This is an optimization exercise on Yosys and OpenROAD, whose aim is small area, not a production implementation. In this exercise RTL edits were held to simulation tests only and were not proved equivalent to the original. Power and IR drop assume default switching activity.

**flow/run.sh**
```bash
#!/bin/bash
# Own layout flow: the standard synthesis, then the combinational logic
# re-mapped by ABC for area (registers kept as they are, same names and
# cells), then the standard layout from floorplan to finish.
set -euo pipefail
WORK=$(pwd)
HERE=$(cd "$(dirname "${BASH_SOURCE[0]}")" && pwd)
R=$WORK/orfs/results/${FLOW_PLATFORM:-sky130hd}/GameRAMControll/base
LIB=$FLOW_HOME/platforms/sky130hd/lib/sky130_fd_sc_hd__tt_025C_1v80.lib
YOSYS=$(command -v yosys || echo /OpenROAD-flow-scripts/tools/install/yosys/bin/yosys)

bash standard.sh synth > "$WORK/flow_1_synth.log" 2>&1
cp "$R/1_2_yosys.v" "$WORK/std_1_2_yosys.v"

DU=""
DU=$(awk '/^export DONT_USE_CELLS/{f=1} f{print} f&&!/\\$/{f=0}' "$FLOW_HOME/platforms/sky130hd/config.mk" \
  | sed 's/export DONT_USE_CELLS *+*=//; s/\\//g' | tr -s ' \t\n' '\n' | grep sky130 | sed 's/^/-dont_use /' | tr '\n' ' ')

sed -e "s#@LIB@#$LIB#g" -e "s#@IN@#$WORK/std_1_2_yosys.v#g" -e "s#@OUT@#$WORK/reopt.v#g" \
    -e "s#@SCR@#$HERE/area.abc#g" -e "s#@DU@#$DU#g" -e "s#@STAT@#$WORK/reopt_stat.txt#g" \
    "$HERE/reopt.ys" > "$WORK/reopt_run.ys"
"$YOSYS" -s "$WORK/reopt_run.ys" > "$WORK/flow_2_reopt.log" 2>&1

cp "$WORK/reopt.v" "$R/1_2_yosys.v"
rm -f "$R/1_synth.odb" "$R/1_synth.sdc"
bash standard.sh > "$WORK/flow_3_layout.log" 2>&1
```
**flow/area.abc**
```
strash; dc2; dch -f; &get -n; &nf -R 1000; &put; strash; dc2; dch -f; &get -n; &nf -R 1000; &put
```
**flow/reopt.ys**
```
read_liberty -ignore_miss_func @LIB@
read_verilog @IN@
hierarchy -top GameRAMControll
blackbox sky130_fd_sc_hd__df* sky130_fd_sc_hd__edf*
flatten
hierarchy -top GameRAMControll
opt -purge
abc -script @SCR@ -liberty @LIB@ @DU@
opt_clean -purge
hilomap -singleton -hicell sky130_fd_sc_hd__conb_1 HI -locell sky130_fd_sc_hd__conb_1 LO
splitnets
opt_clean -purge
tee -o @STAT@ stat -liberty @LIB@
write_verilog -noattr -nohex -nodec @OUT@
```
**standard.sh**
```bash
#!/bin/bash
# synth_recipe.tcl (not shown) runs the flow's synth.tcl, then flattens the netlist and writes it again
# the make line also repeats each setting of config.mk as NAME=value (left out here)
make -C /OpenROAD-flow-scripts/flow DESIGN_CONFIG=/design/flow/config.mk WORK_HOME=/design/flow/orfs CLKGATE_MAP_FILE= SYNTH_SCRIPT=/design/flow/synth_recipe.tcl "${@:-finish}"
```
**config.mk**
```make
export PLATFORM = sky130hd
export DESIGN_NAME = GameRAMControll
export DESIGN_NICKNAME = GameRAMControll
export VERILOG_FILES = /design/flow/design.v
export SDC_FILE = /design/flow/constraint.sdc
export NUM_CORES = 4
export LEC_CHECK = 0
export CAP_MARGIN = 20
export CORE_MARGIN = 2
export CORE_UTILIZATION = 30
export SLEW_MARGIN = 20
```
**constraint.sdc**
```tcl
create_clock -name core_clock -period 10.0 [get_ports {clk}]
set_input_delay 2.0000 -clock core_clock [delete_from_list [all_inputs] [get_ports {clk}]]
set_output_delay 2.0000 -clock core_clock [all_outputs]
set_load 0.01 [all_outputs]
```
**design.v**
```verilog
`timescale 1ns / 1ps
module GameRAMControll(
	clk,
	rst,
	system_status,
	pad_key,
	pad_pressed,
	game_table_output,
	state,
	score
);
	input clk;
	input rst;
	input [2:0] system_status;
	input [3:0] pad_key;
	input pad_pressed;
	output [99:0] game_table_output;
	output reg [3:0] state;
	output reg [7:0] score;
	localparam ST_STOP   = 4'b0000;
	localparam ST_CREATE = 4'b0001;
	localparam ST_WAIT   = 4'b0010;
	localparam ST_DOWN   = 4'b1001;
	localparam ST_LEFT   = 4'b1010;
	localparam ST_RIGHT  = 4'b1011;
	localparam ST_ROTATE = 4'b1100;
	localparam ST_PAUSE  = 4'b0011;
	localparam ST_CLEAR  = 4'b0100;
	function [12:0] dech(input [3:0] v);
		begin
			dech[0]  = ~v[3] & ~v[2] & ~v[1] & ~v[0];
			dech[1]  = ~v[3] & ~v[2] & ~v[1] &  v[0];
			dech[2]  = ~v[3] & ~v[2] &  v[1] & ~v[0];
			dech[3]  = ~v[3] & ~v[2] &  v[1] &  v[0];
			dech[4]  = ~v[3] &  v[2] & ~v[1] & ~v[0];
			dech[5]  =  v[2] & ~v[1] &  v[0];
			dech[6]  =  v[2] &  v[1] & ~v[0];
			dech[7]  =  v[2] &  v[1] &  v[0];
			dech[8]  =  v[3] & ~v[2] & ~v[1] & ~v[0];
			dech[9]  =  v[3] & ~v[2] & ~v[1] &  v[0];
			dech[10] =  v[3] &  v[1] & ~v[0];
			dech[11] =  v[3] &  v[1] &  v[0];
			dech[12] =  v[3] &  v[2];
		end
	endfunction
	function [7:0] decl(input [2:0] v);
		begin
			decl[0] = ~v[2] & ~v[1] & ~v[0];
			decl[1] = ~v[2] & ~v[1] &  v[0];
			decl[2] = ~v[2] &  v[1] & ~v[0];
			decl[3] = ~v[2] &  v[1] &  v[0];
			decl[4] =  v[2] & ~v[1] & ~v[0];
			decl[5] =  v[2] & ~v[1] &  v[0];
			decl[6] =  v[2] &  v[1] & ~v[0];
			decl[7] =  v[2] &  v[1] &  v[0];
		end
	endfunction
	reg [2:0] lfsr;
	reg [2:0] ty;
	reg [1:0] rot;
	reg [3:0] cc;
	reg vis;
	reg [99:0] S;
	reg [27:0] pos;    
	always @(posedge clk or posedge rst)
		if (rst) lfsr <= 3'b010;
		else lfsr <= {lfsr[1:0], lfsr[2] ^ lfsr[0]};
	reg [51:0] HL;
	reg [31:0] LL;
	reg [99:0] P;
	integer i, k;
	always @* begin
		for (k = 0; k < 4; k = k + 1) begin
			HL[13*k +: 13] = dech(pos[7*k+3 +: 4]) & {13{vis}};
			LL[8*k +: 8] = decl(pos[7*k +: 3]);
		end
		for (i = 0; i < 100; i = i + 1)
			P[i] = (HL[i/8] & LL[i%8]) | (HL[13+i/8] & LL[8+i%8]) |
			       (HL[26+i/8] & LL[16+i%8]) | (HL[39+i/8] & LL[24+i%8]);
	end
	assign game_table_output = S | P;
	wire st_stop   = (state == ST_STOP);
	wire st_create = (state == ST_CREATE);
	wire st_down   = (state == ST_DOWN);
	wire st_left   = (state == ST_LEFT);
	wire st_right  = (state == ST_RIGHT);
	wire st_rot    = (state == ST_ROTATE);
	wire st_clear  = (state == ST_CLEAR);
	reg [27:0] dl;
	always @* begin
		if (st_down) dl = {7'd10, 7'd10, 7'd10, 7'd10};
		else if (st_left) dl = {-7'd1, -7'd1, -7'd1, -7'd1};
		else if (st_right) dl = {7'd1, 7'd1, 7'd1, 7'd1};
		else case ({ty, rot})
			{3'd3, 2'd0}: dl = {-7'd2,  -7'd11, -7'd20, -7'd9 };
			{3'd3, 2'd1}: dl = { 7'd20,  7'd9,  -7'd2,  -7'd11};
			{3'd3, 2'd2}: dl = { 7'd2,   7'd11,  7'd20,  7'd9 };
			{3'd3, 2'd3}: dl = {-7'd20, -7'd9,   7'd2,   7'd11};
			{3'd2, 2'd0}: dl = { 7'd20,  7'd11,  7'd2,  -7'd9 };
			{3'd2, 2'd1}: dl = { 7'd2,  -7'd9,  -7'd20, -7'd11};
			{3'd2, 2'd2}: dl = {-7'd20, -7'd11, -7'd2,   7'd9 };
			{3'd2, 2'd3}: dl = {-7'd2,   7'd9,   7'd20,  7'd11};
			{3'd5, 2'd0}: dl = { 7'd2,  -7'd9,   7'd0,  -7'd11};
			{3'd5, 2'd1}: dl = {-7'd20, -7'd11,  7'd0,   7'd9 };
			{3'd5, 2'd2}: dl = {-7'd2,   7'd9,   7'd0,   7'd11};
			{3'd5, 2'd3}: dl = { 7'd20,  7'd11,  7'd0,  -7'd9 };
			{3'd6, 2'd0}: dl = {-7'd20, -7'd9,   7'd0,   7'd11};
			{3'd6, 2'd1}: dl = {-7'd2,  -7'd11,  7'd0,  -7'd9 };
			{3'd6, 2'd2}: dl = { 7'd20,  7'd9,   7'd0,  -7'd11};
			{3'd6, 2'd3}: dl = { 7'd2,   7'd11,  7'd0,   7'd9 };
			{3'd7, 2'd0}: dl = { 7'd0,   7'd20,  7'd9,  -7'd2 };
			{3'd7, 2'd1}: dl = { 7'd0,   7'd2,   7'd11,  7'd20};
			{3'd7, 2'd2}: dl = { 7'd0,  -7'd20, -7'd9,   7'd2 };
			{3'd7, 2'd3}: dl = { 7'd0,  -7'd2,  -7'd11, -7'd20};
			{3'd4, 2'd0}: dl = {-7'd8,   7'd1,   7'd10,  7'd19};
			{3'd4, 2'd1}: dl = {-7'd21, -7'd10,  7'd1,   7'd12};
			{3'd4, 2'd2}: dl = { 7'd8,  -7'd1,  -7'd10, -7'd19};
			{3'd4, 2'd3}: dl = { 7'd21,  7'd10, -7'd1,  -7'd12};
			default: dl = 28'd0;
		endcase
	end
	reg [27:0] tg;
	reg [3:0] tfree;
	reg [12:0] th;
	reg [7:0] tl;
	reg [12:0] rowhit;
	integer h;
	always @* begin
		for (k = 0; k < 4; k = k + 1) begin
			tg[7*k +: 7] = pos[7*k +: 7] + dl[7*k +: 7];
			th = dech(tg[7*k+3 +: 4]);
			tl = decl(tg[7*k +: 3]);
			for (h = 0; h < 13; h = h + 1)
				rowhit[h] = th[h] & |(tl & ((h == 12) ? {4'd0, S[99:96]} : S[8*h +: 8]));
			tfree[k] = (tg[7*k +: 7] < 7'd100) & ~|rowhit;
		end
	end
	reg edge_l, edge_r;
	always @* begin
		edge_l = 1'b0;
		edge_r = 1'b0;
		for (i = 0; i < 10; i = i + 1) begin
			edge_l = edge_l | P[10*i];
			edge_r = edge_r | P[10*i+9];
		end
	end
	wire ok = &tfree & ~(st_left & edge_l) & ~(st_right & edge_r);
	reg [27:0] sp;
	reg spawn_hit;
	always @* begin
		case (lfsr)
			3'd1: begin sp = {7'd15, 7'd14, 7'd5,  7'd4 }; spawn_hit = S[4] | S[5] | S[14] | S[15]; end
			3'd2: begin sp = {7'd4,  7'd14, 7'd24, 7'd25}; spawn_hit = S[25] | S[24] | S[14] | S[4]; end
			3'd3: begin sp = {7'd5,  7'd15, 7'd25, 7'd24}; spawn_hit = S[24] | S[25] | S[15] | S[5]; end
			3'd4: begin sp = {7'd35, 7'd25, 7'd15, 7'd5 }; spawn_hit = S[5] | S[15] | S[25] | S[35]; end
			3'd5: begin sp = {7'd13, 7'd14, 7'd4,  7'd5 }; spawn_hit = S[5] | S[4] | S[14] | S[13]; end
			3'd6: begin sp = {7'd16, 7'd15, 7'd5,  7'd4 }; spawn_hit = S[4] | S[5] | S[15] | S[16]; end
			3'd7: begin sp = {7'd15, 7'd4,  7'd5,  7'd6 }; spawn_hit = S[6] | S[5] | S[4] | S[15]; end
			default: begin sp = 28'd0; spawn_hit = S[0]; end
		endcase
	end
	wire [9:0] full;
	genvar gi;
	generate for (gi = 0; gi < 10; gi = gi + 1) begin : g_full
		assign full[gi] = &S[10*gi +: 10];
	end endgenerate
	wire [12:0] cch = dech(cc);
	wire [9:0] ccl = cch[9:0];
	wire full_cc = |(full & ccl);
	wire clr_shift = st_clear & full_cc;
	wire [9:0] upto = {ccl[9], |ccl[9:8], |ccl[9:7], |ccl[9:6], |ccl[9:5], |ccl[9:4], |ccl[9:3], |ccl[9:2], |ccl[9:1], 1'b1};
	reg [3:0] state_next;
	always @* begin
		case (state)
			ST_STOP: state_next = (system_status == 3'b110) ? ST_CREATE : ST_STOP;
			ST_CREATE: state_next = (spawn_hit || system_status == 3'b111) ? ST_STOP : ST_WAIT;
			ST_WAIT:
				if (pad_pressed && pad_key == 4'd4) state_next = ST_DOWN;
				else if (pad_pressed && pad_key == 4'd1) state_next = ST_LEFT;
				else if (pad_pressed && pad_key == 4'd7) state_next = ST_RIGHT;
				else if (pad_pressed && pad_key == 4'd0) state_next = ST_ROTATE;
				else if (system_status == 3'b111) state_next = ST_STOP;
				else state_next = ST_WAIT;
			ST_DOWN: state_next = ok ? ST_PAUSE : ST_CLEAR;
			ST_LEFT, ST_RIGHT, ST_ROTATE: state_next = ST_PAUSE;
			ST_PAUSE: state_next = ST_WAIT;
			ST_CLEAR: state_next = (cc == 4'd0 && full == 10'd0) ? ST_CREATE : ST_CLEAR;
			default: state_next = ST_STOP;
		endcase
	end
	wire land = st_down & ~ok;
	wire moving = (st_down | st_left | st_right | st_rot) & ok;
	always @(posedge clk or posedge rst)
		if (rst) begin
			state <= ST_STOP;
			score <= 8'd0;
			cc <= 4'd9;
			vis <= 1'b0;
		end else begin
			state <= state_next;
			if (clr_shift) score <= score + 8'd1;
			if (cc == 4'd0 || !st_clear) cc <= 4'd9;
			else cc <= cc - 4'd1;
			if (st_stop || land) vis <= 1'b0;
			else if (st_create) vis <= 1'b1;
		end
	always @(posedge clk) begin
		if (st_create) begin
			ty <= lfsr;
			rot <= 2'd0;
			pos <= sp;
		end else if (moving) begin
			if (st_rot) rot <= rot + 2'd1;
			pos <= tg;
		end
	end
	wire [9:0] rA = {10{~st_stop & clr_shift}} & upto;
	wire [9:0] rH = {10{~st_stop}} & ~({10{clr_shift}} & upto);
	reg [99:0] Sn;
	always @* begin
		for (i = 0; i < 10; i = i + 1)
			Sn[i] = (rH[0] & S[i]) | (land & P[i]);
		for (i = 10; i < 100; i = i + 1)
			Sn[i] = (rA[i/10] & S[i-10]) | (rH[i/10] & S[i]) | (land & P[i]);
	end
	always @(posedge clk or posedge rst)
		if (rst) S <= 100'd0;
		else S <= Sn;
endmodule
```
==> results.cfg, run 1 <==
[power]
p_leak_nw = 6.068
powerDensity_mw_per_mm2 = 187.1
peakVddDrop_mv = 0.1208

[worst_setup_path]
crit_path_start = state[0]
cp-start-kind = flop
path_cells = nor2b_1 > nand2_1 > nor2_1 > nor2_1 > o21ai_0 > maj3_1 > nand2b_1 > o21ai_0 > clkinv_1 > maj3_1 > o21ai_0 > or2_0 > nand2_1 > xnor2_1 > nor3_1 > nor4_1 > o2111ai_1 > or3_1 > nand2_4 > buf_4 > o221ai_1
path_class = reg2reg
cp_common_cell = o21ai_0
max_stage_delay_ns = 0.72
cp.arrival_ns = 7.84
r2r_start = state[0]
cpLargestDelayFamily = simple AND/OR/NAND/NOR gates
path_max_fanout = 61
path_buf_inv = 2
cp_slowest_cell = xnor2_1
end_kind = flop
crit_required_ns = 10.35

[routing]
drt-vias-per-instance = 7.301
antenna_left = 0
vias = 20071
drc = 0
routed_wl_um = 100300
drt-pass1-iter-count = 10
drt_iter0_drc = 4260
routedWlPerCell_um = 36.47

[yosys]
syn_area_per_cell_um2 = 7.324
netlist_area_mm2 = 0.01402
synth_warnings = 1
synth_cells = 1914
synthesis.nets = 1924

[timing]
setup_tns_ns = 0
worst_slew_pin_slew_ns = 1.239
final-max-slew-violation-count = 0
fmaxAchievable_ghz = 0.1336
setup_viol = 0
finalCritPeriodShare_pct = 74.85
min_period_ns = 7.485
setup_ws_ns = 2.515
fin_worst_skew_ns = 0.01806
rsz0062_at_grt = no
hold_viol = 0
slew_headroom_pct = 17.09

[clock_network]
insertion_delay_ns = 0.52
cts.repair.resized = 0
cts_max_level = 4
numCtsBuffers = 17
cts.sinks = 153
cts_buffer_depth = 2
cts_tree = done
hold_buffers = 0
clk_pin_slew_ns = 0.07
cts-root-buf = clkbuf_16
postCtsSetupRepairBufs = 0

[finish]
syn2layout_area_growth_pct = 23.50
final_common_cell = nand2_1
drive_gt1_share_pct = 6.495
layout_common_cells = nand2_1, nor2_1, o22ai_1
multi_input_area_mm2 = 0.01005
seq_area_mm2 = 0.003978
final_nets = 2137
fillCellCount = 4891

[job]
drv_cap = 0

[die]
die-area_mm2 = 0.04847
dieWidth_um = 220.2
core_mm2 = 0.04636
placementRows = 79
start_util_pct = 30.24
die_height_um = 220.2
boundaryPins = 122

[grt]
first_global_vias = 18205
grt_max_degree = 66
grt_pass1_wl_um = 138000
grtUsageTotal_pct = 40.83
antenna_found_initial = 2
grt_remaining_overflow = 0

[place]
portBuffers = 121
place.gp.congestion = 1.047
dp_slack_ns = 2.660
hpwlAfterDp_um = 69870

[min_path]
hold_path.class = reg2reg
min-delay-start = score[7]

[status]
outcome = no timing/DRC/antenna violations
==> report_power, final <==
group	switching [W]	internal, W
registers	0.0000856	0.000685
logic	0.00131	0.000434
clock network	0.000331	0.000398
==> flip-flops by register name, indices dropped and copies added (netlist names) <==
name	count
ty	3
state	4
cc	4
S	100
pos	28
vis	1
rot	2
score	8
lfsr	3
==> layer usage <==
metal / up-vias / global-route usage (%) / wire [um]
met2: 1882 / 57.27 / 40230
met5: - / 0.4040 / 30
met3: 480 / 16.82 / 14940
met4: 2 / 24.18 / 7293
li1: 8010 / - / -
met1: 9697 / 52.11 / 37760
==> final timing paths <==
check / endpoint / slack (ns) / cells after the start
worst max register to register: S[65] / 2.51 / 21
worst min-delay path: score[7] / 0.47 / 1
worst max-delay path: S[65] / 2.51 / 21
worst min register to register: score[7] / 0.47 / 1
max in group asynchronous: S[91] / 6.62 / 3
min in group asynchronous: score[0] / 1.95 / 2
==> layout make-up <==
| type | count | area share (%) |
|---|---|---|
| Clock buffer | 18 | 2.479 |
| Sequential cell | 153 | 22.98 |
| Antenna cell | 2 | 0.02891 |
| Multi-Input combinational cell | 1724 | 58.08 |
| Clock inverter | 14 | 1.070 |
| Timing Repair Buffer | 194 | 10.16 |
| Inverter | 37 | 0.8167 |
| Tap cell | 607 | 4.387 |
==> stage by stage <==
stage | instances | utilization (%) | total power, W | hold slack (ns) | instance area [um^2]
2_1_floorplan | 1914 | - | 0.001560 | 0.4433 | 14020
3_3_place_gp | 2715 | 35.95 | 0.002402 | 0.4616 | 16660
3_5_place_dp | 2715 | 35.97 | 0.002389 | 0.4683 | 16680
4_1_cts | 2747 | 37.30 | 0.003112 | 0.4781 | 17290
5_1_grt | 2747 | 37.33 | 0.003273 | 0.4935 | 17310
6_report | 2749 | 37.34 | 0.003238 | 0.4683 | 17310
==> inputs of run 2 (changes only) <==
==> run.sh (new file) <==
#!/bin/bash
# synth_recipe.tcl (not shown) runs the flow's synth.tcl, then flattens the netlist and writes it again
# the make line also repeats each setting of config.mk as NAME=value (left out here)
make -C /OpenROAD-flow-scripts/flow DESIGN_CONFIG=/design/flow/config.mk WORK_HOME=/design/flow/orfs CLKGATE_MAP_FILE= SYNTH_SCRIPT=/design/flow/synth_recipe.tcl finish
removed: flow/run.sh
removed: flow/area.abc
removed: flow/reopt.ys
removed: standard.sh
==> results.cfg, run 2 <==
[status]
outcome = no timing/DRC/antenna violations

[place]
dp_cells = 2951
place.gp.congestion = 0.9919
hpwlAfterDp_um = 67280
placed_area_mm2 = 0.01874
portBuffers = 121

[finish]
syn2layout_area_growth_pct = 14.34
fillCellCount = 5860
final_nets = 2265
drive_gt1_share_pct = 8.666
regMostFlops = S
final_common_cell = nand2_1
largest_reg_flops = 100
fin_area_mm2 = 0.01936
stdcell_count = 2983
diodes = 0
reg.largest.list = S (100), pos (28), score (8)
layout_common_cells = nand2_1, o21ai_0, nor2_1

[yosys]
yosysMostFrequentCell = nand2_1
ys.flop_type = dfrtp_1
synth_cells = 2224
synthesis.nets = 2275
ys_top_cells_by_count = nand2_1, o21ai_0, clkbuf_1, nor2_1, dfrtp_1
synth.distinct_cells = 92
yosys.area.top_type = dfrtp_1
synth_area_leaders = dfrtp_1, nand2_1, o21ai_0
synth_edf_count = 31
async_flop_share_pct = 78.43
synth_warnings = 1
synth_seq_cells = 153
netlist_area_mm2 = 0.01693
syn_area_per_cell_um2 = 7.614
yosys.area.top_type_share_pct = 17.29
seq_area_frac_synth_pct = 23.49

[power]
p_leak_nw = 7.412
peakVddDrop_mv = 0.1701
powerDensity_mw_per_mm2 = 154.2

[clock_network]
cts_tree = done
cts_max_level = 4
postCtsSetupRepairBufs = 0
cts.repair.resized = 0
clk_pin_slew_ns = 0.08
insertion_delay_ns = 0.49
numCtsBuffers = 17
cts.sinks = 153
cts-root-buf = clkbuf_16
cts_buffer_depth = 2
hold_buffers = 0

[routing]
drt-vias-per-instance = 6.762
drt_iter0_drc = 3825
wl_met2_um = 38200
wl_met1_um = 35900
antenna_left = 0
drt-pass1-iter-count = 8
drc = 0
routedWlPerCell_um = 31.09
vias = 20170
routed_wl_um = 92750
met3_length_um = 11460
highest_layer = met5

[die]
die_height_um = 241.6
start_util_pct = 30.20
boundaryPins = 122
placementRows = 87
dieWidth_um = 241.6
core_mm2 = 0.05606
die-area_mm2 = 0.05836

[worst_setup_path]
cp_slowest_cell = a21o_4
path_cells = inv_1 > ha_1 > o21ai_0 > a22oi_1 > o21ai_0 > fa_1 > xor2_4 > buf_4 > mux4_2 > o21ai_0 > o21ai_0 > o2111a_1 > a311oi_1 > nor4b_4 > a21o_4 > o21ai_0
cp.arrival_ns = 7.40
path_max_fanout = 96
path_buf_inv = 2
path_class = reg2reg
cpLargestDelayFamily = compound AO/OA/AOI/OAI gates
cp_common_cell = o21ai_0
max_stage_delay_ns = 0.85
cp-start-kind = flop
end_kind = flop
crit_required_ns = 10.31

[timing]
setup_tns_ns = 0
rsz0062_at_grt = no
worst_slew_pin_slew_ns = 1.216
final-max-slew-violation-count = 0
fin_worst_skew_ns = 0.02350
fmaxAchievable_ghz = 0.1411
min_period_ns = 7.088
finalCritPeriodShare_pct = 70.88
setup_viol = 0
hold_viol = 0
slew_headroom_pct = 18.92

[min_path]
hold_path.class = reg2reg

[job]
drv_cap = 0

[grt]
grt_remaining_overflow = 0
grt_max_degree = 97
antenna_found_initial = 6
grt_pass1_wl_um = 132700
first_global_vias = 18359
grtUsageTotal_pct = 30.68
run 2: worst paths after layout:
path / depth (start not counted) / from / slack, ns / endpoint
max: 16 / rot[1] / 2.91 / S[68]
min: 1 / score[4] / 0.50 / score[4]
max reg2reg: 16 / rot[1] / 2.91 / S[68]
min reg2reg: 1 / score[4] / 0.50 / score[4]
max in group asynchronous: 3 / rst / 6.60 / S[35]
min in group asynchronous: 2 / rst / 2.00 / S[59]
run 2: where the power goes:
group	switching, W	total (W)	internal (W)
Sequential	0.000111	0.000798	0.000686
Clock	0.000337	0.000696	0.000359
Combinational	0.00106	0.00149	0.000429
Total	0.00151	0.00299	0.00147
run 2: stage by stage:
step	worst slack, ns	utilization (%)	total power (W)	hold WS, ns
finish	2.912	34.53	0.002985	0.4961
global route	2.495	34.53	0.003046	0.5183
CTS	2.934	34.51	0.002893	0.5071
detailed placement	2.934	33.43	0.002202	0.5001
global placement	3.095	33.41	0.002194	0.4600
floorplan	3.896	-	0.001661	0.4035
run 2: layout make-up:
class                   count  area (um^2)  area share (%)
clock buffers              17        425.4           2.197
clock inverters            15        180.2          0.9307
inverters                  27        103.9          0.5364
multi-input cells        1846        12160           62.80
flip-flops and latches    153         3978           20.55
well taps                 756        945.9           4.886
repair buffers            169         1569           8.104
run 2: cell families after synthesis:
| kind of cell | synth area share, % |
|---|---|
| AOI/OAI and AO/OA | 27.57 |
| adders and majority gates | 3.207 |
| buffers and inverters | 5.535 |
| xor gates and xnor gates | 2.269 |
| DFF | 23.49 |
| and+or+nand+nor | 28.41 |
| muxes | 9.517 |
run 2: per-layer routing:
metal	vias to the layer above	global-route usage (%)
li1	8379	-
met1	9788	40.56
met2	1621	44.46
met3	376	7.492
met4	6	19.89
met5	-	0
==> inputs of run 3 (changes only) <==
--- a/design.v
+++ b/design.v
@@ -80,3 +80,4 @@
 	end
-	assign game_table_output = S | P;
+	reg valid;
+	assign game_table_output = (S & {100{valid}}) | P;
 	wire st_stop   = (state == ST_STOP);
@@ -88,7 +89,14 @@
 	wire st_clear  = (state == ST_CLEAR);
+	wire k_down  = pad_pressed & (pad_key == 4'd4);
+	wire k_left  = pad_pressed & (pad_key == 4'd1);
+	wire k_right = pad_pressed & (pad_key == 4'd7);
+	wire st_wait = (state == ST_WAIT);
+	wire m_down  = st_down | (st_wait & k_down);
+	wire m_left  = st_left | (st_wait & k_left);
+	wire m_right = st_right | (st_wait & k_right);
 	reg [27:0] dl;
 	always @* begin
-		if (st_down) dl = {7'd10, 7'd10, 7'd10, 7'd10};
-		else if (st_left) dl = {-7'd1, -7'd1, -7'd1, -7'd1};
-		else if (st_right) dl = {7'd1, 7'd1, 7'd1, 7'd1};
+		if (m_down) dl = {7'd10, 7'd10, 7'd10, 7'd10};
+		else if (m_left) dl = {-7'd1, -7'd1, -7'd1, -7'd1};
+		else if (m_right) dl = {7'd1, 7'd1, 7'd1, 7'd1};
 		else case ({ty, rot})
@@ -122,3 +130,11 @@
 	reg [27:0] tg;
-	reg [3:0] tfree;
+	reg [3:0] tin;
+	always @* begin
+		for (k = 0; k < 4; k = k + 1) begin
+			tg[7*k +: 7] = pos[7*k +: 7] + dl[7*k +: 7];
+			tin[k] = (tg[7*k +: 7] < 7'd100);
+		end
+	end
+	wire [13:0] ra = st_wait ? tg[13:0] : tg[27:14];
+	reg [1:0] rfree;
 	reg [12:0] th;
@@ -128,11 +144,12 @@
 	always @* begin
-		for (k = 0; k < 4; k = k + 1) begin
-			tg[7*k +: 7] = pos[7*k +: 7] + dl[7*k +: 7];
-			th = dech(tg[7*k+3 +: 4]);
-			tl = decl(tg[7*k +: 3]);
+		for (k = 0; k < 2; k = k + 1) begin
+			th = dech(ra[7*k+3 +: 4]);
+			tl = decl(ra[7*k +: 3]);
 			for (h = 0; h < 13; h = h + 1)
 				rowhit[h] = th[h] & |(tl & ((h == 12) ? {4'd0, S[99:96]} : S[8*h +: 8]));
-			tfree[k] = (tg[7*k +: 7] < 7'd100) & ~|rowhit;
-		end
-	end
+			rfree[k] = ~|rowhit;
+		end
+	end
+	reg free_ab;
+	always @(posedge clk) free_ab <= &rfree;
 	reg edge_l, edge_r;
@@ -146,3 +163,3 @@
 	end
-	wire ok = &tfree & ~(st_left & edge_l) & ~(st_right & edge_r);
+	wire ok = free_ab & (&rfree) & (&tin) & ~(st_left & edge_l) & ~(st_right & edge_r);
 	reg [27:0] sp;
@@ -196,9 +213,8 @@
 			score <= 8'd0;
-			cc <= 4'd9;
 			vis <= 1'b0;
+			valid <= 1'b0;
 		end else begin
 			state <= state_next;
+			valid <= 1'b1;
 			if (clr_shift) score <= score + 8'd1;
-			if (cc == 4'd0 || !st_clear) cc <= 4'd9;
-			else cc <= cc - 4'd1;
 			if (st_stop || land) vis <= 1'b0;
@@ -206,2 +222,5 @@
 		end
+	always @(posedge clk)
+		if (cc == 4'd0 || !st_clear) cc <= 4'd9;
+		else cc <= cc - 4'd1;
 	always @(posedge clk) begin
@@ -225,5 +244,3 @@
 	end
-	always @(posedge clk or posedge rst)
-		if (rst) S <= 100'd0;
-		else S <= Sn;
+	always @(posedge clk) S <= Sn;
 endmodule
==> results.cfg, run 3 <==
[power]
peakVddDrop_mv = 0.1345
powerDensity_mw_per_mm2 = 96.30
p_leak_nw = 6.332
finalPower_w = 0.001772

[finish]
drive_gt1_share_pct = 10.55
layout_common_cells = nand2_1, clkdlybuf4s50_1, o22ai_1
stdcell_count = 2924
diodes = 0
regMostFlops = S
final_common_cell = nand2_1
largest_reg_flops = 100
fin_area_mm2 = 0.01840
syn2layout_area_growth_pct = 14.71
final_nets = 2274
reg.largest.list = S (100), pos (28), score (8)

[job]
drv_cap = 0

[timing]
setup_tns_ns = 0
hold_viol = 0
fin_worst_skew_ns = 0.01449
finalCritPeriodShare_pct = 86.47
rsz0062_at_grt = no
fmaxAchievable_ghz = 0.1156
final-max-slew-violation-count = 0
setup_viol = 0
setup_ws_ns = 1.353
slew_headroom_pct = 14.87
min_period_ns = 8.647
worst_slew_pin_slew_ns = 1.277

[clock_network]
cts.repair.resized = 0
cts-root-buf = clkbuf_16
cts_buffer_depth = 2
postCtsSetupRepairBufs = 0
cts_max_level = 4
cts_tree = done
clk_pin_slew_ns = 0.07
numCtsBuffers = 17
hold_buffers = 0
cts.sinks = 155
insertion_delay_ns = 0.48

[min_path]
hold_path.class = reg2reg

[routing]
drt-vias-per-instance = 6.888
routed_wl_um = 97910
vias = 20141
drt-pass1-iter-count = 7
routedWlPerCell_um = 33.49
drc = 0
antenna_left = 0
drt_iter0_drc = 3695

[die]
dieWidth_um = 235.2
die-area_mm2 = 0.05534
boundaryPins = 122
die_height_um = 235.2
start_util_pct = 30.40
core_mm2 = 0.05276
placementRows = 84

[yosys]
yosys.area.top_type = dfxtp_1
yosysMostFrequentCell = nand2_1
async_flop_share_pct = 10.97
ys_top_cells_by_count = nand2_1, clkbuf_1, o22ai_1, nor2_1, dfxtp_1
synth_seq_cells = 155
netlist_area_mm2 = 0.01604
yosys.area.top_type_share_pct = 13.35
synthesis.nets = 2264
syn_area_per_cell_um2 = 7.249
synth.distinct_cells = 103
synth_area_leaders = dfxtp_1, nand2_1, edfxtp_1
synth_cells = 2213
synth_edf_count = 31
seq_area_frac_synth_pct = 21.82
synth_warnings = 1
ys.flop_type = dfxtp_1

[worst_setup_path]
path_class = in2reg
r2r_slack_ns = 2.69
crit_required_ns = 10.19
cp-start-kind = input port
end_kind = flop
cp.arrival_ns = 8.83
path_cells = clkdlybuf4s50_1 > nor4b_2 > nand4_1 > a21oi_2 > a21oi_1 > ha_1 > fa_1 > nor2b_1 > and3_1 > or2_0 > a221o_1 > nor4_1 > a31oi_1 > a221oi_2 > o2111ai_2 > nor3_2 > or4_1 > buf_4
path_max_fanout = 28
cp_slowest_cell = fa_1
max_stage_delay_ns = 0.96

[grt]
first_global_vias = 18308
grtUsageTotal_pct = 34.05
grt_remaining_overflow = 0
grt_max_degree = 89
antenna_found_initial = 1
grt_pass1_wl_um = 137700

[place]
portBuffers = 121
dp_slack_ns = 1.108
dp_cells = 2884
place.gp.congestion = 1.106
hpwlAfterDp_um = 74040
placed_area_mm2 = 0.01778

[status]
outcome = no timing/DRC/antenna violations
-- run 3: final cells by class --
cell class,instances,area [um^2]
Timing Repair Buffer,192,1747
Inverter,26,97.59
Clock inverter,14,111.4
Sequential cell,155,3501
Clock buffer,18,439.2
Multi-Input combinational cell,1831,11640
Tap cell,688,860.8
Fill cell,5607,34360
-- run 3: final timing paths --
path / start / endpoint / cells after the start
setup / recovery: pad_key[1] / pos[6] / 18
hold / removal: score[7] / score[7] / 1
setup reg to reg: rot[1] / pos[6] / 17
hold reg to reg: score[7] / score[7] / 1
max in group asynchronous: rst / valid / 2
min in group asynchronous: rst / state[3] / 2
-- run 3: critical path: cells and delay by family --
family,cells,cell delay [ns]
fa+ha+maj,2,1.24
simple gates,8,2.77
compound gates,6,1.98
buf+inv,2,0.83
-- run 3: per-stage QoR --
step | utilization [%] | hold WS [ns]
5_1_grt | 34.88 | 0.5156
3_3_place_gp | 33.65 | 0.4634
3_5_place_dp | 33.69 | 0.4730
2_1_floorplan | - | 0.4045
4_1_cts | 34.74 | 0.4837
6_report | 34.88 | 0.4795
-- run 3: report_power, final --
part	switching (W)	internal (W)
clock network	0.000308	0.000328
logic	0.000331	0.000130
registers	0.0000250	0.000650
total	0.000663	0.00111
-- run 3: metal layers --
| metal | wire length (um) | GRT usage (%) |
|---|---|---|
| met4 | 5584 | 16.39 |
| met2 | 41840 | 51.76 |
| met3 | 12170 | 11.35 |
| met1 | 38310 | 43.23 |
| met5 | 0 | 0 |
-- run 3: cell families (layout without fill, tap and decap cells) --
logic type	Yosys count	after routing	synth area share, %
AO/OA/AOI/OAI	684	684	32.64
XOR/XNOR	35	35	2.090
AND/OR/NAND/NOR	1021	1021	30.55
flip-flops	155	155	21.82
adder cells (fa/ha/maj)	41	41	3.385
buffers and inverters	227	250	6.068
multiplexers	49	49	3.424
other	1	1	0.02338
==> inputs of run 4 (changes only) <==
--- a/design.v
+++ b/design.v
@@ -73,4 +73,4 @@
 		for (k = 0; k < 4; k = k + 1) begin
-			HL[13*k +: 13] = dech(pos[7*k+3 +: 4]) & {13{vis}};
-			LL[8*k +: 8] = decl(pos[7*k +: 3]);
+			HL[13*k +: 13] = dech(pos[7*k+3 +: 4]);
+			LL[8*k +: 8] = decl(pos[7*k +: 3]) & {8{vis}};
 		end
@@ -96,35 +96,29 @@
 	wire m_right = st_right | (st_wait & k_right);
-	reg [27:0] dl;
-	always @* begin
-		if (m_down) dl = {7'd10, 7'd10, 7'd10, 7'd10};
-		else if (m_left) dl = {-7'd1, -7'd1, -7'd1, -7'd1};
-		else if (m_right) dl = {7'd1, 7'd1, 7'd1, 7'd1};
-		else case ({ty, rot})
-			{3'd3, 2'd0}: dl = {-7'd2,  -7'd11, -7'd20, -7'd9 };
-			{3'd3, 2'd1}: dl = { 7'd20,  7'd9,  -7'd2,  -7'd11};
-			{3'd3, 2'd2}: dl = { 7'd2,   7'd11,  7'd20,  7'd9 };
-			{3'd3, 2'd3}: dl = {-7'd20, -7'd9,   7'd2,   7'd11};
-			{3'd2, 2'd0}: dl = { 7'd20,  7'd11,  7'd2,  -7'd9 };
-			{3'd2, 2'd1}: dl = { 7'd2,  -7'd9,  -7'd20, -7'd11};
-			{3'd2, 2'd2}: dl = {-7'd20, -7'd11, -7'd2,   7'd9 };
-			{3'd2, 2'd3}: dl = {-7'd2,   7'd9,   7'd20,  7'd11};
-			{3'd5, 2'd0}: dl = { 7'd2,  -7'd9,   7'd0,  -7'd11};
-			{3'd5, 2'd1}: dl = {-7'd20, -7'd11,  7'd0,   7'd9 };
-			{3'd5, 2'd2}: dl = {-7'd2,   7'd9,   7'd0,   7'd11};
-			{3'd5, 2'd3}: dl = { 7'd20,  7'd11,  7'd0,  -7'd9 };
-			{3'd6, 2'd0}: dl = {-7'd20, -7'd9,   7'd0,   7'd11};
-			{3'd6, 2'd1}: dl = {-7'd2,  -7'd11,  7'd0,  -7'd9 };
-			{3'd6, 2'd2}: dl = { 7'd20,  7'd9,   7'd0,  -7'd11};
-			{3'd6, 2'd3}: dl = { 7'd2,   7'd11,  7'd0,   7'd9 };
-			{3'd7, 2'd0}: dl = { 7'd0,   7'd20,  7'd9,  -7'd2 };
-			{3'd7, 2'd1}: dl = { 7'd0,   7'd2,   7'd11,  7'd20};
-			{3'd7, 2'd2}: dl = { 7'd0,  -7'd20, -7'd9,   7'd2 };
-			{3'd7, 2'd3}: dl = { 7'd0,  -7'd2,  -7'd11, -7'd20};
-			{3'd4, 2'd0}: dl = {-7'd8,   7'd1,   7'd10,  7'd19};
-			{3'd4, 2'd1}: dl = {-7'd21, -7'd10,  7'd1,   7'd12};
-			{3'd4, 2'd2}: dl = { 7'd8,  -7'd1,  -7'd10, -7'd19};
-			{3'd4, 2'd3}: dl = { 7'd21,  7'd10, -7'd1,  -7'd12};
-			default: dl = 28'd0;
-		endcase
-	end
+	reg [27:0] bm;
+	reg sgn;
+	always @* begin
+		sgn = 1'b0;
+		if (m_down) bm = {7'd10, 7'd10, 7'd10, 7'd10};
+		else if (m_left) begin bm = {7'd1, 7'd1, 7'd1, 7'd1}; sgn = 1'b1; end
+		else if (m_right) bm = {7'd1, 7'd1, 7'd1, 7'd1};
+		else begin
+			sgn = rot[1];
+			case ({ty, rot[0]})
+			{3'd3, 1'd0}: bm = {-7'd2,  -7'd11, -7'd20, -7'd9 };
+			{3'd3, 1'd1}: bm = { 7'd20,  7'd9,  -7'd2,  -7'd11};
+			{3'd2, 1'd0}: bm = { 7'd20,  7'd11,  7'd2,  -7'd9 };
+			{3'd2, 1'd1}: bm = { 7'd2,  -7'd9,  -7'd20, -7'd11};
+			{3'd5, 1'd0}: bm = { 7'd2,  -7'd9,   7'd0,  -7'd11};
+			{3'd5, 1'd1}: bm = {-7'd20, -7'd11,  7'd0,   7'd9 };
+			{3'd6, 1'd0}: bm = {-7'd20, -7'd9,   7'd0,   7'd11};
+			{3'd6, 1'd1}: bm = {-7'd2,  -7'd11,  7'd0,  -7'd9 };
+			{3'd7, 1'd0}: bm = { 7'd0,   7'd20,  7'd9,  -7'd2 };
+			{3'd7, 1'd1}: bm = { 7'd0,   7'd2,   7'd11,  7'd20};
+			{3'd4, 1'd0}: bm = {-7'd8,   7'd1,   7'd10,  7'd19};
+			{3'd4, 1'd1}: bm = {-7'd21, -7'd10,  7'd1,   7'd12};
+			default: bm = 28'd0;
+			endcase
+		end
+	end
+	wire [27:0] dl = bm ^ {28{sgn}};
 	reg [27:0] tg;
@@ -133,3 +127,3 @@
 		for (k = 0; k < 4; k = k + 1) begin
-			tg[7*k +: 7] = pos[7*k +: 7] + dl[7*k +: 7];
+			tg[7*k +: 7] = pos[7*k +: 7] + dl[7*k +: 7] + {6'd0, sgn};
 			tin[k] = (tg[7*k +: 7] < 7'd100);
==> flow/run.sh (new file) <==
#!/bin/bash
# Own layout flow: the standard synthesis, then the combinational logic
# re-mapped by ABC for area (registers kept as they are, same names and
# cells), then the standard layout from floorplan to finish.
set -euo pipefail
WORK=$(pwd)
HERE=$(cd "$(dirname "${BASH_SOURCE[0]}")" && pwd)
R=$WORK/orfs/results/${FLOW_PLATFORM:-sky130hd}/GameRAMControll/base
LIB=$FLOW_HOME/platforms/sky130hd/lib/sky130_fd_sc_hd__tt_025C_1v80.lib
YOSYS=$(command -v yosys || echo /OpenROAD-flow-scripts/tools/install/yosys/bin/yosys)

bash standard.sh synth > "$WORK/flow_1_synth.log" 2>&1
cp "$R/1_2_yosys.v" "$WORK/std_1_2_yosys.v"

DU=""
DU=$(awk '/^export DONT_USE_CELLS/{f=1} f{print} f&&!/\\$/{f=0}' "$FLOW_HOME/platforms/sky130hd/config.mk" \
  | sed 's/export DONT_USE_CELLS *+*=//; s/\\//g' | tr -s ' \t\n' '\n' | grep sky130 | sed 's/^/-dont_use /' | tr '\n' ' ')

sed -e "s#@LIB@#$LIB#g" -e "s#@IN@#$WORK/std_1_2_yosys.v#g" -e "s#@OUT@#$WORK/reopt.v#g" \
    -e "s#@SCR@#$HERE/area.abc#g" -e "s#@DU@#$DU#g" -e "s#@STAT@#$WORK/reopt_stat.txt#g" \
    "$HERE/reopt.ys" > "$WORK/reopt_run.ys"
"$YOSYS" -s "$WORK/reopt_run.ys" > "$WORK/flow_2_reopt.log" 2>&1

cp "$WORK/reopt.v" "$R/1_2_yosys.v"
rm -f "$R/1_synth.odb" "$R/1_synth.sdc"
# port buffers as small buffers; clock tree of small buffers, no dummy loads
bash standard.sh "BUFFER_PORTS_ARGS=-buffer_cell sky130_fd_sc_hd__buf_1" \
  "CTS_ARGS=-sink_clustering_enable -repair_clock_nets -dont_use_dummy_load -buf_list sky130_fd_sc_hd__clkbuf_8 -root_buf sky130_fd_sc_hd__clkbuf_16" \
  finish > "$WORK/flow_3_layout.log" 2>&1
==> flow/area.abc (new file) <==
&get -n; &st; &deepsyn -T 60; &put; dch -f; &get -n; &nf -R 1000 -p -F 8 -A 4 -a; &put
==> flow/reopt.ys (new file) <==
read_liberty -ignore_miss_func @LIB@
read_verilog @IN@
hierarchy -top GameRAMControll
blackbox sky130_fd_sc_hd__df* sky130_fd_sc_hd__edf*
flatten
hierarchy -top GameRAMControll
opt -purge
abc -script @SCR@ -liberty @LIB@ @DU@
opt_clean -purge
hilomap -singleton -hicell sky130_fd_sc_hd__conb_1 HI -locell sky130_fd_sc_hd__conb_1 LO
splitnets
opt_clean -purge
tee -o @STAT@ stat -liberty @LIB@
write_verilog -noattr -nohex -nodec @OUT@
==> standard.sh (new file) <==
#!/bin/bash
# synth_recipe.tcl (not shown) runs the flow's synth.tcl, then flattens the netlist and writes it again
# the make line also repeats each setting of config.mk as NAME=value (left out here)
make -C /OpenROAD-flow-scripts/flow DESIGN_CONFIG=/design/flow/config.mk WORK_HOME=/design/flow/orfs CLKGATE_MAP_FILE= SYNTH_SCRIPT=/design/flow/synth_recipe.tcl "${@:-finish}"
--- a/config.mk
+++ b/config.mk
@@ -10,2 +10,4 @@
 export CORE_UTILIZATION = 30
+export GPL_TIMING_DRIVEN = 0
+export SETUP_SLACK_MARGIN = 0.8
 export SLEW_MARGIN = 20
removed: run.sh
==> results.cfg, run 4 <==
[timing]
min_period_ns = 8.915
fmaxAchievable_ghz = 0.1122
worst_slew_pin_slew_ns = 1.142
slew_headroom_pct = 22.88
hold_viol = 0
final-max-slew-violation-count = 0
fin_hold_ws_ns = 0.4937
finalCritPeriodShare_pct = 89.15
rsz0062_at_grt = no
setup_viol = 0
setup_tns_ns = 0
fin_worst_skew_ns = 0.03675

[yosys]
syn_area_per_cell_um2 = 7.193
netlist_area_mm2 = 0.01167
synthesis.nets = 1632
synth_cells = 1622
synth_warnings = 1

[worst_setup_path]
crit_path_start = pad_pressed
cp_slowest_cell = or4_1
path_max_fanout = 14
cp_common_cell = maj3_1
r2r_start = state[1]
cp.arrival_ns = 9.03
r2r_slack_ns = 1.34
r2r_cells = 27
rr_endpoint = pos[2]
end_kind = flop
crit_required_ns = 10.11
path_class = in2reg
max_stage_delay_ns = 0.58
endpoint = pos[2]
cp-start-kind = input port

[routing]
vias = 15169
drt-pass1-iter-count = 10
routed_wl_um = 60780
drt-vias-per-instance = 6.584
drc = 0
routedWlPerCell_um = 26.38
drt_iter0_drc = 2695
antenna_left = 0

[finish]
seq_area_mm2 = 0.003503
largest_reg_flops = 100
multi_input_area_mm2 = 0.008334
reg.largest.list = S (100), pos (28), score (8)
post-route-util_pct = 35.06
layout_common_cells = nand2_1, o22ai_1, nor2_1
fillCellCount = 4207
final_common_cell = nand2_1
drive_gt1_share_pct = 4.202
final_nets = 1797
syn2layout_area_growth_pct = 15.86
regMostFlops = S

[place]
hpwlAfterDp_um = 42810
portBuffers = 121
place.gp.congestion = 0.9752

[power]
p_leak_nw = 4.397
powerDensity_mw_per_mm2 = 213.0
peakVddDrop_mv = 0.1456

[job]
drv_cap = 0

[die]
boundaryPins = 122
dieWidth_um = 201.2
start_util_pct = 30.26
placementRows = 72
die_height_um = 201.2
core_mm2 = 0.03856
die-area_mm2 = 0.04049

[clock_network]
cts-root-buf = clkbuf_16
cts_tree = done
clk_pin_slew_ns = 0.06
insertion_delay_ns = 0.43
hold_buffers = 0
cts_buffer_depth = 2
cts_max_level = 4
cts.sinks = 155
numCtsBuffers = 17

[grt]
grtUsageTotal_pct = 28.76
grt_max_degree = 69
first_global_vias = 13710
antenna_found_initial = 0
grt_pass1_wl_um = 88470
grt_remaining_overflow = 0

[min_path]
min-delay-start = score[7]
hold_path.class = reg2reg

[status]
outcome = no timing/DRC/antenna violations
==> run 4: power by group <==
group | switching [W] | internal [W] | leakage (nW)
Sequential | 0.0000783 | 0.000695 | 1.37
Combinational | 0.00124 | 0.000473 | 2.90
Clock | 0.000233 | 0.000160 | 0.127
==> run 4: worst min path at each step <==
| stage | endpoint | slack (ns) | depth (start not counted) |
|---|---|---|---|
| final | score[7] | 0.49 | 1 |
| after global routing | lfsr[2] | 0.52 | 0 |
| after floorplan | lfsr[2] | 0.45 | 0 |
| after global placement | score[7] | 0.46 | 1 |
| after CTS | score[7] | 0.50 | 1 |
| after detailed placement | score[7] | 0.49 | 1 |
==> run 4: stage by stage <==
| stage | instances | total power [W] | instance area, um^2 | worst slack (ns) |
|---|---|---|---|---|
| floorplan | 1622 | 0.001638 | 11700 | 1.009 |
| global placement | 2261 | 0.002186 | 12800 | -2.432 |
| detailed placement | 2276 | 0.002328 | 13100 | -0.9572 |
| CTS | 2299 | 0.002754 | 13430 | 0.8292 |
| global route | 2303 | 0.002959 | 13520 | 0.7681 |
| finish | 2304 | 0.002879 | 13520 | 1.085 |
==> run 4: repair_timing <==
item                       4_1_cts  5_1_grt
cloned                           1        0
resized for setup                8       13
pin swaps                        3        1
setup endpoints to repair      134      129
buffers inserted                 5        4
==> run 4: cell type report <==
cell class                      count  area share, %
Tap cell                          518          4.795
Inverter                           16         0.4443
Clock buffer                       17          1.814
Timing Repair Buffer              145          5.359
Multi-Input combinational cell   1452          61.65
Sequential cell                   155          25.92
Antenna cell                        1        0.01851
==> run 4: per-layer routing <==
| metal | up-vias | track usage (%) | wire length [um] |
|---|---|---|---|
| li1 | 6602 | - | - |
| met1 | 7052 | 37.68 | 24290 |
| met2 | 1265 | 41.97 | 25100 |
| met3 | 250 | 10.06 | 8156 |
| met4 | 0 | 14.02 | 3222 |
| met5 | - | 0 | 0 |
==> run 4: worst max-delay path, delay by kind of cell <==
| kind | cells | cell delay [ns] |
|---|---|---|
| adder cells (fa/ha/maj) | 4 | 1.64 |
| AND/OR/NAND/NOR | 14 | 2.50 |
| XOR/XNOR | 1 | 0.24 |
| multiplexers | 2 | 0.60 |
| AO/OA/AOI/OAI | 7 | 1.63 |
| buffers and inverters | 3 | 0.39 |
==> inputs of run 5 (changes only) <==
--- a/flow/run.sh
+++ b/flow/run.sh
@@ -27,3 +27,3 @@
 bash standard.sh "BUFFER_PORTS_ARGS=-buffer_cell sky130_fd_sc_hd__buf_1" \
-  "CTS_ARGS=-sink_clustering_enable -repair_clock_nets -dont_use_dummy_load -buf_list sky130_fd_sc_hd__clkbuf_8 -root_buf sky130_fd_sc_hd__clkbuf_16" \
+  "CTS_ARGS=-sink_clustering_enable -repair_clock_nets -dont_use_dummy_load -sink_clustering_size 20 -buf_list sky130_fd_sc_hd__clkbuf_8 -root_buf sky130_fd_sc_hd__clkbuf_16" \
   finish > "$WORK/flow_3_layout.log" 2>&1
--- a/config.mk
+++ b/config.mk
@@ -11,3 +11,3 @@
 export GPL_TIMING_DRIVEN = 0
-export SETUP_SLACK_MARGIN = 0.8
+export SETUP_SLACK_MARGIN = 0.4
 export SLEW_MARGIN = 20
==> results.cfg, run 5 <==
[worst_setup_path]
path_max_fanout = 14
path_class = in2reg
cp-start-kind = input port
end_kind = flop
crit_required_ns = 10.12
cp.arrival_ns = 9.36

[place]
portBuffers = 121
placed_area_mm2 = 0.01311
place.gp.congestion = 0.9963
hpwlAfterDp_um = 43000

[finish]
syn2layout_area_growth_pct = 15.75
drive_gt1_share_pct = 4.139
final_nets = 1800
regMostFlops = S
layout_common_cells = nand2_1, o22ai_1, nor2_1
fin_area_mm2 = 0.01351
post-route-util_pct = 35.03
reg.largest.list = S (100), pos (28), score (8)
final_common_cell = nand2_1
largest_reg_flops = 100

[grt]
grtUsageTotal_pct = 28.86
grt_max_degree = 68
grt_pass1_wl_um = 88850
antenna_found_initial = 0
first_global_vias = 13926
grt_remaining_overflow = 0

[job]
drv_cap = 0

[clock_network]
cts_tree = done
cts-root-buf = clkbuf_16
hold_buffers = 0
numCtsBuffers = 17
cts_max_level = 4
cts_buffer_depth = 2
cts.sinks = 155
insertion_delay_ns = 0.43
clk_pin_slew_ns = 0.07

[die]
placementRows = 72
die-area_mm2 = 0.04049
core_mm2 = 0.03856
boundaryPins = 122
start_util_pct = 30.26
die_height_um = 201.2
dieWidth_um = 201.2

[timing]
fin_hold_ws_ns = 0.4990
slew_headroom_pct = 23.83
hold_viol = 0
setup_tns_ns = 0
fmaxAchievable_ghz = 0.1082
setup_viol = 0
finalCritPeriodShare_pct = 92.38
rsz0062_at_grt = no
fin_worst_skew_ns = 0.03043
min_period_ns = 9.238
worst_slew_pin_slew_ns = 1.139
final-max-slew-violation-count = 0

[routing]
drt-vias-per-instance = 6.570
drt_iter0_drc = 2446
antenna_left = 0
drt-pass1-iter-count = 10
routed_wl_um = 60720
vias = 15158
drc = 0
routedWlPerCell_um = 26.32

[status]
outcome = no timing/DRC/antenna violations

[min_path]
hold_path.class = reg2reg

[yosys]
syn_area_per_cell_um2 = 7.193
synthesis.nets = 1632
synth_cells = 1622
netlist_area_mm2 = 0.01167
synth_warnings = 1

[power]
peakVddDrop_mv = 0.09966
p_leak_nw = 4.405
powerDensity_mw_per_mm2 = 213.9
-- run 5: final cells by class --
cell class                 count  area (um^2)
timing repair buffer         148        749.5
sequential                   155         3503
antenna                        1        2.502
clock buffer                  17        245.2
inverter                      16        60.06
tap                          518        648.1
multi-input combinational   1452         8297
fill                        4207        25050
-- run 5: per-layer routing --
metal	vias to the layer above	wire (um)	share of wire, %	global-route usage (%)
met5	-	0	0	0
met4	0	3002	4.9	12.97
met3	252	8319	14	9.718
met2	1217	25050	41	42.36
met1	7087	24350	40	38.26
li1	6602	-	-	-
-- run 5: where the power goes --
| group | internal (W) | total [W] | switching, W |
|---|---|---|---|
| Combinational | 0.000476 | 0.00171 | 0.00124 |
| Sequential | 0.000695 | 0.000772 | 0.0000764 |
| Clock | 0.000160 | 0.000403 | 0.000243 |
-- run 5: worst paths after layout --
kind | cells after the start | endpoint | slack (ns) | from
min in group asynchronous | 2 | state[3] | 1.56 | rst
min | 1 | score[7] | 0.50 | score[7]
max in group asynchronous | 2 | valid | 8.04 | rst
max | 28 | pos[24] | 0.76 | pad_key[2]
min reg2reg | 1 | score[7] | 0.50 | score[7]
max reg2reg | 29 | pos[24] | 1.02 | state[1]
-- run 5: per-stage QoR --
step	power (W)	setup WS, ns	instances
global route	0.002963	0.3857	2306
finish	0.002889	0.7615	2307
global placement	0.002189	-3.067	2261
detailed placement	0.002344	-0.9690	2280
floorplan	0.001633	0.5734	1622
CTS	0.002756	0.4201	2302
-- run 5: critical path, stage by stage --
cell	delay (ns)
buf_1	0.21
or2_0	0.15
a21o_1	0.14
a21boi_4	0.28
nand2_1	0.15
nor2_1	0.27
o21bai_2	0.12
nor2b_1	0.17
nor2_1	0.19
or2_0	0.19
nor2_1	0.06
nor3_1	0.19
mux2_1	0.39
maj3_1	0.38
maj3_1	0.42
maj3_1	0.41
maj3_1	0.42
xnor2_2	0.24
mux2i_2	0.23
or4_1	0.59
o2111ai_2	0.27
o221ai_1	0.19
nor4_2	0.44
o311a_1	0.28
nand2_1	0.19
o221a_2	0.41
o21ai_4	0.19
buf_12	0.17
-- run 5: timing repair --
item | 4_1_cts | 5_1_grt
endpoints found under the setup margin | 132 | 129
pin swaps | 2 | 3
resized for setup | 5 | 11
cloned | 1 | 0
setup buffers | 4 | 4
==> inputs of run 6 (changes only) <==
--- a/config.mk
+++ b/config.mk
@@ -11,3 +11,3 @@
 export GPL_TIMING_DRIVEN = 0
-export SETUP_SLACK_MARGIN = 0.4
+export SETUP_SLACK_MARGIN = 0.1
 export SLEW_MARGIN = 20
==> results.cfg, run 6 <==
[status]
outcome = no timing/DRC/antenna violations

[grt]
grt_remaining_overflow = 0
first_global_vias = 13672
grt_pass1_wl_um = 87740
antenna_found_initial = 2
grt_max_degree = 75
grtUsageTotal_pct = 28.63

[die]
die-area_mm2 = 0.04049
boundaryPins = 122
core_mm2 = 0.03856
start_util_pct = 30.26
dieWidth_um = 201.2
placementRows = 72
die_height_um = 201.2

[timing]
setup_ws_ns = 0.4600
fin_hold_ws_ns = 0.4962
worst_slew_pin_slew_ns = 1.065
rsz0062_at_grt = no
final-max-slew-violation-count = 0
hold_viol = 0
finalCritPeriodShare_pct = 95.40
fin_worst_skew_ns = 0.03810
slew_headroom_pct = 28.13
fmaxAchievable_ghz = 0.1048
setup_viol = 0
min_period_ns = 9.540
setup_tns_ns = 0

[worst_setup_path]
r2r_start = state[1]
path_buf_inv = 2
r2r_slack_ns = 0.79
cp_common_cell = maj3_1
cp-start-kind = input port
path_max_fanout = 14
max_stage_delay_ns = 0.59
path_class = in2reg
crit_cells = 29
cp.arrival_ns = 9.65
r2r_cells = 29
cp_slowest_cell = or4_1
rr_endpoint = pos[0]
cpLargestDelayFamily = simple AND/OR/NAND/NOR gates
end_kind = flop
crit_required_ns = 10.11

[place]
hpwlAfterDp_um = 42660
dp_slack_ns = -1.120
portBuffers = 121
place.gp.congestion = 0.9882

[routing]
routed_wl_um = 60290
drt-vias-per-instance = 6.627
drc = 0
drt-pass1-iter-count = 9
routedWlPerCell_um = 26.21
vias = 15241
drt_iter0_drc = 2773
antenna_left = 0

[clock_network]
cts-root-buf = clkbuf_16
cts_tree = done
cts.sinks = 155
numCtsBuffers = 17
cts_max_level = 4
hold_buffers = 0
cts_buffer_depth = 2
insertion_delay_ns = 0.43
clk_pin_slew_ns = 0.06

[finish]
regMostFlops = S
syn2layout_area_growth_pct = 15.31
final_nets = 1793
reg.largest.list = S (100), pos (28), score (8)
layout_common_cells = nand2_1, o22ai_1, nor2_1
drive_gt1_share_pct = 3.593
final_common_cell = nand2_1
fillCellCount = 4162
largest_reg_flops = 100

[yosys]
syn_area_per_cell_um2 = 7.193
netlist_area_mm2 = 0.01167
synth_cells = 1622
synth_warnings = 1
synthesis.nets = 1632

[power]
p_leak_nw = 4.368
powerDensity_mw_per_mm2 = 210.2
peakVddDrop_mv = 0.1232

[min_path]
min_path_cells = 1
hold_path.class = reg2reg
hold-path-endpoint = score[7]
min-delay-start = score[7]

[job]
drv_cap = 0
run 6: what timing repair did:
action                     in CTS  in global routing
setup buffers                   2                  0
resized for setup               4                  8
cloned                          1                  0
pin swaps                       2                  1
setup endpoints to repair     102                100
run 6: final cells by class:
class / instances / area (um^2) / area share, %
Multi-Input combinational cell: 1452 / 8293 / 61.64
Sequential cell: 155 / 3503 / 26.04
Timing Repair Buffer: 141 / 701.9 / 5.217
Tap cell: 518 / 648.1 / 4.817
Clock buffer: 17 / 245.2 / 1.823
Inverter: 16 / 60.06 / 0.4464
Antenna cell: 1 / 2.502 / 0.01860
run 6: metrics by stage:
step | util (%) | area (um^2) | cells | power, W
floorplan | - | 11680 | 1622 | 0.001633
global placement | 33.15 | 12780 | 2261 | 0.002172
detailed placement | 33.98 | 13100 | 2279 | 0.002315
CTS | 34.79 | 13410 | 2299 | 0.002722
global route | 34.89 | 13450 | 2299 | 0.002910
finish | 34.89 | 13450 | 2300 | 0.002829
run 6: layer usage:
metal / part of all wire [%] / vias to the layer above / routed length, um / global-route usage [%]
li1: - / 6581 / - / -
met1: 40 / 7108 / 23940 / 37.72
met2: 42 / 1276 / 25080 / 42.34
met3: 14 / 274 / 8232 / 9.751
met4: 4.9 / 2 / 2983 / 12.58
met5: 0.095 / - / 57 / 0
run 6: worst max-delay path by stage:
| stage | from | end |
|---|---|---|
| detailed placement | pad_key[2] | pos[23] |
| CTS | pad_key[2] | pos[0] |
| floorplan | pad_pressed | S[0] |
| global route | pad_key[2] | pos[0] |
| global placement | pad_key[2] | S[41] |
| finish | pad_key[2] | pos[0] |
run 6: power by group:
part	switching (W)	leakage, nW	internal [W]	total, W
clock	0.000234	0.127	0.000160	0.000395
combinational	0.00121	2.87	0.000450	0.00166
sequential	0.0000772	1.37	0.000695	0.000772
total	0.00152	4.37	0.00131	0.00283

==> re-timing with driven ports <==
The flow's constraints put no driver on any port. The routed layouts listed below were extracted and timed again, unchanged, in two steps. Step 1, drivers: a clkbuf_16 drives clk and a buf_2 each remaining input, both assumed. Step 2 adds t to the input delays and takes it off the output delays; t is the mean of the earliest and latest rising clock arrival at the registers after step 1. Input paths then give back, and output paths get back, about the clock's delay inside the block. a / b / c = ideal ports / drivers / drivers and shift; a / b = the first two.
run | t (ns) | setup slack, ns | hold slack, ns
run 1 | 0.569 | 2.515 / 2.515 / 2.515 | 0.468 / 0.468 / 0.468
run 2 | 0.532 | 2.912 / 2.912 / 2.912 | 0.496 / 0.496 / 0.496
run 3 | 0.536 | 1.353 / 1.390 / 0.854 | 0.480 / 0.480 / 0.480
run 4 | 0.467 | 1.085 / 1.117 / 0.651 | 0.494 / 0.494 / 0.494
run 5 | 0.472 | 0.762 / 0.794 / 0.322 | 0.499 / 0.499 / 0.499
run 6 | 0.460 | 0.460 / 0.492 / 0.032 | 0.496 / 0.496 / 0.496
After both steps setup and hold are still met in every run listed. The setup slack of run 3, which loses most, moves by +0.037 ns with the drivers and by -0.499 ns with both steps.
